Source: an optimization exercise on an open RTL-to-GDS flow (aim: small area, a short achievable clock period and few clock cycles per item). Production flows keep margins and buffers that such runs may drop. Function was not checked in any run shown here: the RTL went through the layout flow alone.

**design.v**
```verilog
`timescale 1ns/10ps
module leading_ones
  #
  (
   parameter SELECTOR,
   parameter BITS      = 16
   )
  (
   input wire [BITS-1:0]         SW,
   output logic [$clog2(BITS):0] LED
   );
  generate
    if (SELECTOR == "UNIQUE_CASE") begin : g_UNIQUE_CASE
      always_comb begin
        LED           = '0;  
        unique case (1'b1)
          SW[15]:  LED  = 16;
          SW[14]:  LED  = 15;
          SW[13]:  LED  = 14;
          SW[12]:  LED  = 13;
          SW[11]:  LED  = 12;
          SW[10]:  LED  = 11;
          SW[9]:   LED  = 10;
          SW[8]:   LED  = 9;
          SW[7]:   LED  = 8;
          SW[6]:   LED  = 7;
          SW[5]:   LED  = 6;
          SW[4]:   LED  = 5;
          SW[3]:   LED  = 4;
          SW[2]:   LED  = 3;
          SW[1]:   LED  = 2;
          SW[0]:   LED  = 1;
        endcase
      end  
    end else if (SELECTOR == "CASE") begin : g_CASE  
      always_comb begin
        LED           = '0;  
        case (1'b1)
          SW[15]:  LED  = 16;
          SW[14]:  LED  = 15;
          SW[13]:  LED  = 14;
          SW[12]:  LED  = 13;
          SW[11]:  LED  = 12;
          SW[10]:  LED  = 11;
          SW[9]:   LED  = 10;
          SW[8]:   LED  = 9;
          SW[7]:   LED  = 8;
          SW[6]:   LED  = 7;
          SW[5]:   LED  = 6;
          SW[4]:   LED  = 5;
          SW[3]:   LED  = 4;
          SW[2]:   LED  = 3;
          SW[1]:   LED  = 2;
          SW[0]:   LED  = 1;
          default: LED  = 0;
        endcase
      end  
    end else if (SELECTOR == "DOWN_FOR") begin : g_UP_IF
      logic found;
      always_comb begin
        LED = '0;
        found = 1'b0;
        for (int i = $high(SW); i >= $low(SW); i--) begin
          if (SW[i] && !found) begin
            LED = i + 1;
            found = 1'b1;
          end
        end
      end
    end else if (SELECTOR == "UP_FOR") begin : g_DOWN_IF
      always_comb begin
        LED = '0;
        for (int i = $low(SW); i <= $high(SW); i++) begin
          if (SW[i]) begin
            LED = i + 1;
          end
        end
      end
    end
  endgenerate
endmodule
`timescale 1ns/10ps
module divider_nr
  #
  (
   parameter BITS      = 16
   )
  (
   input wire                       clk,
   input wire                       reset,
   input wire                       start,
   input wire unsigned [BITS-1:0]   dividend,
   input wire unsigned [BITS-1:0]   divisor,
   output logic                     done,
   output logic unsigned [BITS-1:0] quotient,
   output logic unsigned [BITS-1:0] remainder
   );
  localparam BC = $clog2(BITS);
  logic [BITS-1:0] rem_q;      
  logic [BITS-3:0] quo_q;      
  logic [BC-2:0]   cnt_q;      
  logic [1:0]      bits_q;     
  logic            busy_q;
  logic [BC:0] na, nb;
  leading_ones #(.SELECTOR("DOWN_FOR"), .BITS(BITS)) u_lod_a (.SW(dividend), .LED(na));
  leading_ones #(.SELECTOR("DOWN_FOR"), .BITS(BITS)) u_lod_b (.SW(divisor | 1'b1), .LED(nb));
  logic signed [BC+1:0] diff;
  logic [BC-2:0]        sh;
  assign diff = $signed({1'b0, na}) - $signed({1'b0, nb});
  assign sh   = diff[BC+1] ? '0 : diff[BC-1:1];
  logic [BC-2:0] psel;
  assign psel = start ? sh : cnt_q - 1'b1;
  localparam W = BITS + 3;
  logic [W-1:0] t, b1, b2, d1, d2, d3, cs_s, cs_c;
  assign t  = {3'b0, rem_q, bits_q};
  assign b1 = {3'b0, divisor};
  assign b2 = {2'b0, divisor, 1'b0};
  assign d1 = t - b1;
  assign d2 = t - b2;
  assign cs_s = t ^ ~b1 ^ ~b2;
  assign cs_c = {((t & ~b1) | (t & ~b2) | (~b1 & ~b2)), 1'b0};
  assign d3 = cs_s + cs_c + 2'd2;
  logic [1:0]      q;
  logic [BITS-1:0] rn;
  always_comb begin
    if (!d3[W-1]) begin
      q  = 2'd3;
      rn = d3[BITS-1:0];
    end else if (!d2[W-1]) begin
      q  = 2'd2;
      rn = d2[BITS-1:0];
    end else if (!d1[W-1]) begin
      q  = 2'd1;
      rn = d1[BITS-1:0];
    end else begin
      q  = 2'd0;
      rn = t[BITS-1:0];
    end
  end
  assign done      = busy_q && (cnt_q == '0);
  assign quotient  = {quo_q, q};
  assign remainder = rn;
  always_ff @(posedge clk) begin
    bits_q <= dividend[2*psel +: 2];
    if (start) begin
      busy_q <= 1'b1;
      cnt_q  <= sh;
      rem_q  <= (dividend >> 2) >> {sh, 1'b0};
      quo_q  <= '0;
    end else begin
      if (busy_q) cnt_q <= cnt_q - 1'b1;
      if (done) busy_q <= 1'b0;
      rem_q <= rn;
      quo_q <= {quo_q[BITS-5:0], q};
    end
    if (reset) busy_q <= 1'b0;
  end
endmodule
```
**run.sh**
```bash
#!/bin/bash
# synth_recipe.tcl (not shown) runs the flow's synth.tcl, then flattens the netlist and writes it again
# the make line also repeats each setting of config.mk as NAME=value (left out here)
make -C /OpenROAD-flow-scripts/flow DESIGN_CONFIG=/design/flow/config.mk WORK_HOME=/design/flow/orfs CLKGATE_MAP_FILE= SYNTH_SCRIPT=/design/flow/synth_recipe.tcl finish
```
**config.mk**
```make
export PLATFORM = sky130hd
export DESIGN_NAME = divider_nr
export DESIGN_NICKNAME = divider_nr
export VERILOG_FILES = /design/flow/design.v
export SDC_FILE = /design/flow/constraint.sdc
export NUM_CORES = 4
export LEC_CHECK = 0
export ABC_CLOCK_PERIOD_IN_PS = 2500
export CAP_MARGIN = 20
export CORE_MARGIN = 2
export CORE_UTILIZATION = 40
export SLEW_MARGIN = 20
```
**constraint.sdc**
```tcl
create_clock -name core_clock -period 5.0 [get_ports {clk}]
set_input_delay 1.0000 -clock core_clock [delete_from_list [all_inputs] [get_ports {clk}]]
set_output_delay 1.0000 -clock core_clock [all_outputs]
set_load 0.01 [all_outputs]
```
==> notes.md, run 1 <==
CTS:
- The clock tree from TritonCTS is yes.
- Hold repair after CTS inserted 0 buffers.
- The largest buffer count on any clock path is 2.
- After clock tree synthesis, the clock-pin slew on the worst setup and hold paths is 0.07 ns.
- The root buffer cell chosen for the clock tree is clkbuf_16.
- Counting every sink on the clock net gives 36.
- Buffers inserted during clock tree synthesis total 5.
- The H-tree was split into 2 levels.
- Clock latency on the worst-skew pair, taken at its later pin, is around 0.29 ns.

Synth:
- The commonest register cell after synthesis is dfxtp_1.
- The Yosys step of the flow raised 2 warnings.
- Synthesis produced a netlist whose cell count is 742.
- After synthesis, flip-flops and latches occupy between 10% and 20% of the total area.
- The area fraction of the dominant cell type after synthesis is 15.7%.
- The share of async-settable or async-resettable flops after synthesis is 0%.
- In this run, synthesis produced a sequential element count of 36.
- The number of enable-type register cells in the synthesized netlist is 3.
- A synthesized cell averages roughly 7.8 um2.
- In this run, distinct cell masters in the synthesized netlist total between 80 and 90.
- The biggest area contributor in the post-synthesis netlist is ha_1.
- Sorting the synthesized cells by area gives the leading types as ha_1 16%, dfxtp_1 11%, fa_1 6.5%, a21oi_1 5.2%, nor2_1 4.7%.
- The mapped netlist covers roughly 5800 um2.
- The number of nets handed over by synthesis was approximately 870.

Routing:
- In the routed layout, each cell is associated on average with a via count of between 5 and 6.
- The mean routed wirelength per cell is between 15 and 20 um.
- The total vias in the final route is ~7400.
- The first detailed-routing pass ran for 5 iterations.
- For this block, the initial DRC count from the detailed router was roughly 500.
- The final wirelength is between 20 and 25 mm.
- In this run the remaining antenna-violating nets after routing total 0.
- For this run, design rule violations remaining after detail routing come to 0.

Layout:
- The number of inserted diodes is 0.
- In the layout the commonest cells are 272 x buf_4, 64 x nor2_1, 53 x a21oi_1, 52 x ha_1, 37 x nand2_1.
- Leaving out fill and tap cells, the most frequent cell in the layout is buf_4.
- The post-route netlist has a little over two fifths of its cells at a drive strength greater than 1.
- At the end of the flow, the number of nets in the layout was around 1200.
- The design area is approximately 9600 um2.
- The layout has between 1000 and 1500 filler cells.
- Compared with the post-synthesis result, the final layout area differs by 65.1%.

Global routing:
- The overflow left after global routing is 0.
- The first global-routing pass estimated ~38 mm of wire.
- The number of antenna violations at the first check in global routing is 0.
- The maximum number of pins on one net before global-route repair is 25.
- The number of global-route vias before repair is between 7000 and 8000.
- The total routing usage reported by global routing is between 30% and 40%.

Setup path:
- The critical path goes through clkdlybuf4s15_1 > inv_2 > fa_1 > ha_1 > ha_4 > o21ai_2 > a2111oi_4 > nand3_1 > nand3b_1 > xor2_2 > buf_6 > buf_6 > buf_6 > a21oi_2 > a32oi_1 > buf_2.
- The worst setup path is captured at an output pin.
- The path type of the worst setup path is input port to output pin.
- The required time of the critical path is approximately 4 ns.
- The number of cells on the worst reg-to-reg path is 26.
- For this run, the slowest stage of the critical path takes 0.48 ns.
- The critical path contains buffers and inverters numbering 6 combined.
- The slowest stage of the critical path belongs to the cell fa_1.
- The most frequent cell on the critical path is buf_6.
- The critical path data arrival time is between 4 and 5 ns.
- The nature of the critical path startpoint is an input port.
- The depth of the critical timing path with buffers and inverters included is 16.
- The maximum fanout encountered on the critical timing path is 7.
- Among cell families on the critical path, the largest total delay comes from adder cells.
- The setup check on the worst reg-to-reg path leaves a slack of around 0.68 ns.

Die:
- The die area is ~16000 um2.
- The height of the die is about 120 um.
- The initial utilization of the core area, before any placement, comes to 40.5%.
- After floorplanning, the core was sized to cover ~14000 um2.
- In this run the core area contains 44 standard-cell rows.
- The floorplan step set the die width to 125 um.
- For this design the top-level I/O count stands at between 60 and 70.

Timing:
- The worst setup slack after layout is -0.357 ns.
- The fmax is between 0.15 and 0.2 GHz.
- The hold violation count in the final report is 0.
- The worst hold-check slack is approximately 0.46 ns.
- Measured against its own limit, the worst slew margin works out to 39.9%.
- The clock skew after layout is between 0.006 and 0.007 ns.
- The final critical path takes up 107% of the cycle.
- The max-slew violation count came to 0.
- Setup repair after global routing could not meet its margin everywhere.
- Setup violations remaining at the end of the flow were counted as 17.
- The final period demand of the worst path is ~5.4 ns.
- The actual slew at the worst max-slew pin is between 0.8 and 0.9 ns.

Placement:
- The congestion estimate from routability-driven global placement came to around 0.98.
- Detailed placement finished with a half-perimeter wire length of 18.6 mm.
- Port buffering added between 60 and 70 buffers.
- The area of placed instances is 8390 um2.

Worst hold path:
- The type of the worst min-delay path is flop to flop.
- The worst hold path depth is 1.

Status:
- A clean result was blocked by negative setup slack.
- The flow ran to the end, but the layout failed its checks.

Job:
- The reported max-cap violation count is 0.
[final timing paths]
kind / end / start
worst max-delay path: remainder[5] / divisor[9]
worst min-delay path: quo_q[8]$_SDFF_PP0_ / quo_q[6]$_SDFF_PP0_
worst max register to register: rem_q[6]$_DFF_P_ / bits_q[1]$_DFF_P_
worst min register to register: quo_q[8]$_SDFF_PP0_ / quo_q[6]$_SDFF_PP0_
[layer usage]
metal  part of all wire [%]  global-route usage (%)  routed length (um)
met1                     40                    37.0                9500
met2                     49                    53.2               11700
met3                    6.8                    3.74                1620
met4                    4.8                    12.7                1160
met5                      0                       0                   0
[per-stage QoR]
stage               setup WS (ns)  setup TNS, ns  instances  utilization (%)
global route               -0.567          -7.77       1263             66.9
global placement            -1.32         -21.40       1194             58.4
finish                     -0.357          -3.88       1263             66.9
floorplan                  0.0200              0        742                -
detailed placement          -1.36         -22.67       1194             58.4
CTS                        -0.362          -4.25       1259             65.2
[kinds of logic (layout without fill, tap and decap cells)]
family | Yosys count | in the layout | share of synthesized area, %
xor+xnor | 29 | 29 | 4.36
buf+inv | 79 | 416 | 5.50
simple gates | 242 | 242 | 21.4
mux | 27 | 27 | 4.75
compound gates | 237 | 237 | 28.9
fa+ha+maj | 92 | 92 | 22.2
flops | 36 | 36 | 12.9
[Yosys cell counts (all sizes together) (6+ instances only)]
cell type,count
a211oi,9
a21o,9
a21oi,61
a221oi,17
a31oi,9
and3,9
buf,7
clkbuf,27
dfxtp,33
fa,19
ha,73
inv,45
mux2i,22
nand2,38
nand2b,6
nand3,18
nor2,73
nor2b,26
nor3,26
nor4,7
o211ai,13
o21a,18
o21ai,36
o31ai,8
or4,9
xnor2,19
xor2,10
[state kept, by name, indices dropped and copies added, names as in the netlist]
name	count
rem_q	16
busy_q	1
cnt_q	3
quo_q	14
bits_q	2
[worst register-to-register path, stage by stage, from the launching register on]
cell and delay [ns]:
dfxtp_1 0.37, fa_2 0.45, inv_2 0.06, ha_2 0.16, inv_1 0.06, ha_4 0.17, fa_2 0.37, a211oi_2 0.21
buf_4 0.17, o211ai_1 0.08, nand3_1 0.09, nand3b_1 0.18, xor2_2 0.22, buf_6 0.16, buf_4 0.13, buf_6 0.11
a21oi_4 0.11, o21ai_2 0.07, buf_4 0.13, buf_4 0.12, buf_4 0.12, buf_4 0.12, buf_4 0.12, buf_4 0.12
buf_4 0.12, buf_6 0.10, o2bb2ai_2 0.10
[final cells by class]
| class | count | area [um2] | share of cell area (%) |
|---|---|---|---|
| inverter | 45 | 175 | 1.82 |
| timing repair buffer | 363 | 2930 | 30.5 |
| sequential | 36 | 751 | 7.81 |
| clock buffer | 5 | 125 | 1.30 |
| multi-input combinational | 627 | 5360 | 55.7 |
| clock inverter | 3 | 41.3 | 0.429 |
| tap | 184 | 230 | 2.39 |
[timing repair]
| item | 4_1_cts | 5_1_grt |
|---|---|---|
| setup endpoints to repair | 18 | 23 |
| setup buffers | 57 | 16 |
| pin swaps | 47 | 14 |
| gates cloned | 0 | 0 |
| resized for setup | 222 | 45 |
==> run 2, diff against run 1 <==
--- a/config.mk
+++ b/config.mk
@@ -7,3 +7,2 @@
 export LEC_CHECK = 0
-export ABC_CLOCK_PERIOD_IN_PS = 2500
 export CAP_MARGIN = 20
==> notes.md, run 2 <==
Placement:
- The number of placed instances, taps included, is between 1000 and 1500.
- The count of buffers added on input and output ports is 67.
- The congestion estimate from routability-driven global placement came to a little under 1.
- The post-placement setup slack is -1.36 ns.
- After legalization and detailed placement, the total HPWL measured ~19 mm.

Global routing:
- The number of global-route vias before repair is 7535.
- The first global-routing pass estimated ~38 mm of wire.
- The overflow left after global routing is 0.
- The total routing usage reported by global routing is between 30 and 40%.
- The number of antenna violations at the first check in global routing is 0.
- Entering global routing, the biggest net connects 25 pins.

Routing:
- For this run, the detailed router's first-pass iteration total came to 5.
- The total vias in the final route is about 7400.
- After detailed routing, the number of remaining DRC violations is 0.
- The final wirelength is approximately 24 mm.
- The mean routed wirelength per cell is roughly 19 um.
- The violation count after the first detailed-route iteration is roughly 500.
- After detailed routing, the number of vias per cell comes to approximately 5.8.
- Once detail routing completed, the nets flagged for antenna violations numbered 0.

Synth:
- Ranked by instance count, the synthesized netlist is headed by 73 x ha_1, 73 x nor2_1, 61 x a21oi_1, 44 x inv_1, 38 x nand2_1.
- The area fraction of the dominant cell type after synthesis is 15.7%.
- The biggest area contributor in the post-synthesis netlist is ha_1.
- The net count of the mapped netlist is between 800 and 900.
- The sequential fraction of the synthesis area is between 10% and 20%.
- By area the synthesized netlist is led by ha_1 16%, dfxtp_1 11%, fa_1 6.5%, a21oi_1 5.2%, nor2_1 4.7%.
- The share of async-settable or async-resettable flops after synthesis is 0%.
- The count of warnings emitted by yosys is 2.
- The number of different library cells used by synthesis comes to 86.
- Yosys mapped a number of flops with a built-in enable equal to 3.
- In this run the cell area of the synthesized design comes to 5820 um2.
- The number of standard cells after synthesis is between 700 and 800.
- The per-instance average area after synthesis is about 7.8 um2.
- Among all flip-flop cells after synthesis, the most frequent one is dfxtp_1.
- The number of flip-flops and latches in the synthesized netlist is 36.

Timing:
- In this run the tightest slew margin relative to its limit is between 30% and 40%.
- The max-slew violation count was 0.
- For the finished layout, the period the worst path requires is between 5 and 6 ns.
- For the final database, setup skew stands at ~0.0068 ns.
- Setup repair after global routing could not meet its margin everywhere.
- The tightest hold path in the finished design has a slack of 0.461 ns.
- The fmax is approximately 0.19 GHz.
- The final clock period utilization by the worst path is 107%.
- The hold violation count in the final report was 0.
- Setup violations remaining at the end of the flow were counted as 17.
- At the pin with the least slew margin, the transition time is between 0.8 and 0.9 ns.
- Once routing completed, OpenROAD measured the worst setup slack at -0.357 ns.

Setup path:
- The start of the worst register-to-register path is bits_q[1]$_DFF_P_.
- In this run the worst setup path begins at divisor[9].
- STA classifies the critical path startpoint as an input port.
- The critical path data arrival time is approximately 4.4 ns.
- The highest cell delay on the worst timing path is ~0.48 ns.
- The highest-delay cell along the critical path is fa_1.
- In this design, the largest share of critical-path delay is due to adder cells.
- The maximum fanout encountered on the critical timing path is 7.
- The most frequent cell on the critical path is buf_6.
- STA classifies the critical path endpoint as an output pin.
- STA puts the critical path data required time at roughly 4.0 ns.
- The signal on the critical path passes through clkdlybuf4s15_1 > inv_2 > fa_1 > ha_1 > ha_4 > o21ai_2 > a2111oi_4 > nand3_1 > nand3b_1 > xor2_2 > buf_6 > buf_6 > buf_6 > a21oi_2 > a32oi_1 > buf_2.
- The path type of the worst setup path is input port to output pin.
- The number of buffers and inverters on the critical path is 6.

CTS:
- CTS built an H-tree with a depth of 2.
- The insertion delay to the later sink of the worst-skew pair is just under 0.3 ns.
- The root buffer cell chosen for the clock tree is clkbuf_16.
- The clock net in this run drives a total of 36 sinks.
- Clock-pin slew was measured on the worst setup and hold paths at 0.07 ns.
- The number of hold buffers added after CTS is 0.
- The clock tree from TritonCTS is yes.
- The largest buffer count on any clock path is 2.
- The total CTS buffers is 5.

Die:
- The horizontal die dimension is ~120 um.
- The height of the die is between 100 and 150 um.
- The placement row count is between 40 and 50.
- The initial standard-cell utilization of the core is 40.5%.
- Pin placement for this block handled 68 I/O pins.
- The core area is ~14000 um2.
- The die area is roughly 16000 um2.

Layout:
- The number of fillers in the final layout is around 1200.
- The register with the most flip-flops in the layout has 16 of them.
- The final non-filler cell total is 1263.
- Relative to the synthesized area, the layout overhead comes to 65.1%.
- The number of inserted diodes is 0.
- The final core utilization is approximately two thirds.
- In the layout the commonest cells are 272 x buf_4, 64 x nor2_1, 53 x a21oi_1, 52 x ha_1, 37 x nand2_1.
- After the last flow step, the layout net total stands at about 1200.
- Ranked by flip-flop count, first place goes to rem_q.
- The ratio of cells with drive above 1 in the final layout is roughly two fifths.
- Leaving out fill and tap cells, the most frequent cell in the layout is buf_4.
- The largest registers in the layout are rem_q: 16 flops, quo_q: 14 flops, cnt_q: 3 flops.

Status:
- The flow ran to the end, but the layout failed its checks.
- The violated checks flagged are negative setup slack.

Worst hold path:
- In this run the worst hold path is classified as flop to flop.
- The startpoint identified for the worst hold timing path is quo_q[6]$_SDFF_PP0_.

Job:
- Across the run, the number of max-cap violations was 0.
==> run 2: cell counts after synthesis <==
Identical to the previous run, type by type.
==> run 2: final timing paths <==
| path | depth (start not counted) | end | slack [ns] |
|---|---|---|---|
| max | 16 | remainder[5] | -0.36 |
| min | 1 | quo_q[8]$_SDFF_PP0_ | 0.46 |
| max reg2reg | 26 | rem_q[6]$_DFF_P_ | 0.68 |
| min reg2reg | 1 | quo_q[8]$_SDFF_PP0_ | 0.46 |
==> run 2: routing by layer <==
metal  vias up  wire [um]  GRT usage (%)
li1       3457          -              -
met1      3502       9500           37.0
met2       322      11700           53.2
met3        84       1620           3.74
met4         0       1160           12.7
met5         -          0              0
==> run 2: stage by stage <==
| step | setup TNS [ns] | area (um2) |
|---|---|---|
| floorplan | 0 | 5840 |
| CTS | -4.25 | 9370 |
| global placement | -21.40 | 8390 |
| global route | -7.77 | 9610 |
| detailed placement | -22.67 | 8390 |
| finish | -3.88 | 9610 |
==> run 2: worst reg2reg max path, cell delays in order (launching register included) <==
cell and delay, ns:
dfxtp_1 0.37, fa_2 0.45, inv_2 0.06, ha_2 0.16, inv_1 0.06, ha_4 0.17, fa_2 0.37, a211oi_2 0.21
buf_4 0.17, o211ai_1 0.08, nand3_1 0.09, nand3b_1 0.18, xor2_2 0.22, buf_6 0.16, buf_4 0.13, buf_6 0.11
a21oi_4 0.11, o21ai_2 0.07, buf_4 0.13, buf_4 0.12, buf_4 0.12, buf_4 0.12, buf_4 0.12, buf_4 0.12
buf_4 0.12, buf_6 0.10, o2bb2ai_2 0.10
==> run 2: area by class of cell <==
cell class	count	area [um2]	share of cell area (%)
clock inverters	3	41.3	0.429
inverters	45	175	1.82
clock buffers	5	125	1.30
repair buffers	363	2930	30.5
well taps	184	230	2.39
multi-input cells	627	5360	55.7
flip-flops and latches	36	751	7.81
==> run 2: repair_timing <==
action                     CTS  global route
buffers inserted            57            16
gates cloned                 0             0
pin swaps                   47            14
gates resized for setup    222            45
setup endpoints to repair   18            23
==> run 2: logic make-up after synthesis <==
family	count (synthesis)	share of synthesized area (%)
simple gates	242	21.4
compound gates	237	28.9
fa+ha+maj	92	22.2
buf+inv	79	5.50
flops	36	12.9
xor+xnor	29	4.36
mux	27	4.75

## port drivers added, routing unchanged
The flow's constraints put no driver on any port. The routed layouts listed below were extracted and timed again, unchanged, in two steps. Step 1 (the two cells are an assumption about what drives the block):
set clk [get_ports {clk}]
set_driving_cell -lib_cell sky130_fd_sc_hd__clkbuf_16 $clk
set_driving_cell -lib_cell sky130_fd_sc_hd__buf_2 [delete_from_list [all_inputs] $clk]
Step 2 adds t to the input delays and takes it off the output delays; t is the mean of the earliest and latest rising clock arrival at the registers after step 1. Input paths then give back, and output paths get back, about the clock's delay inside the block. a / b / c = ideal ports / drivers / drivers and shift; a / b = the first two.
run	t (ns)	setup WS [ns]	hold WS [ns]
run 1	0.326	-0.357 / -0.391 / -0.391	0.461 / 0.461 / 0.461
run 2	0.326	-0.357 / -0.391 / -0.391	0.461 / 0.461 / 0.461
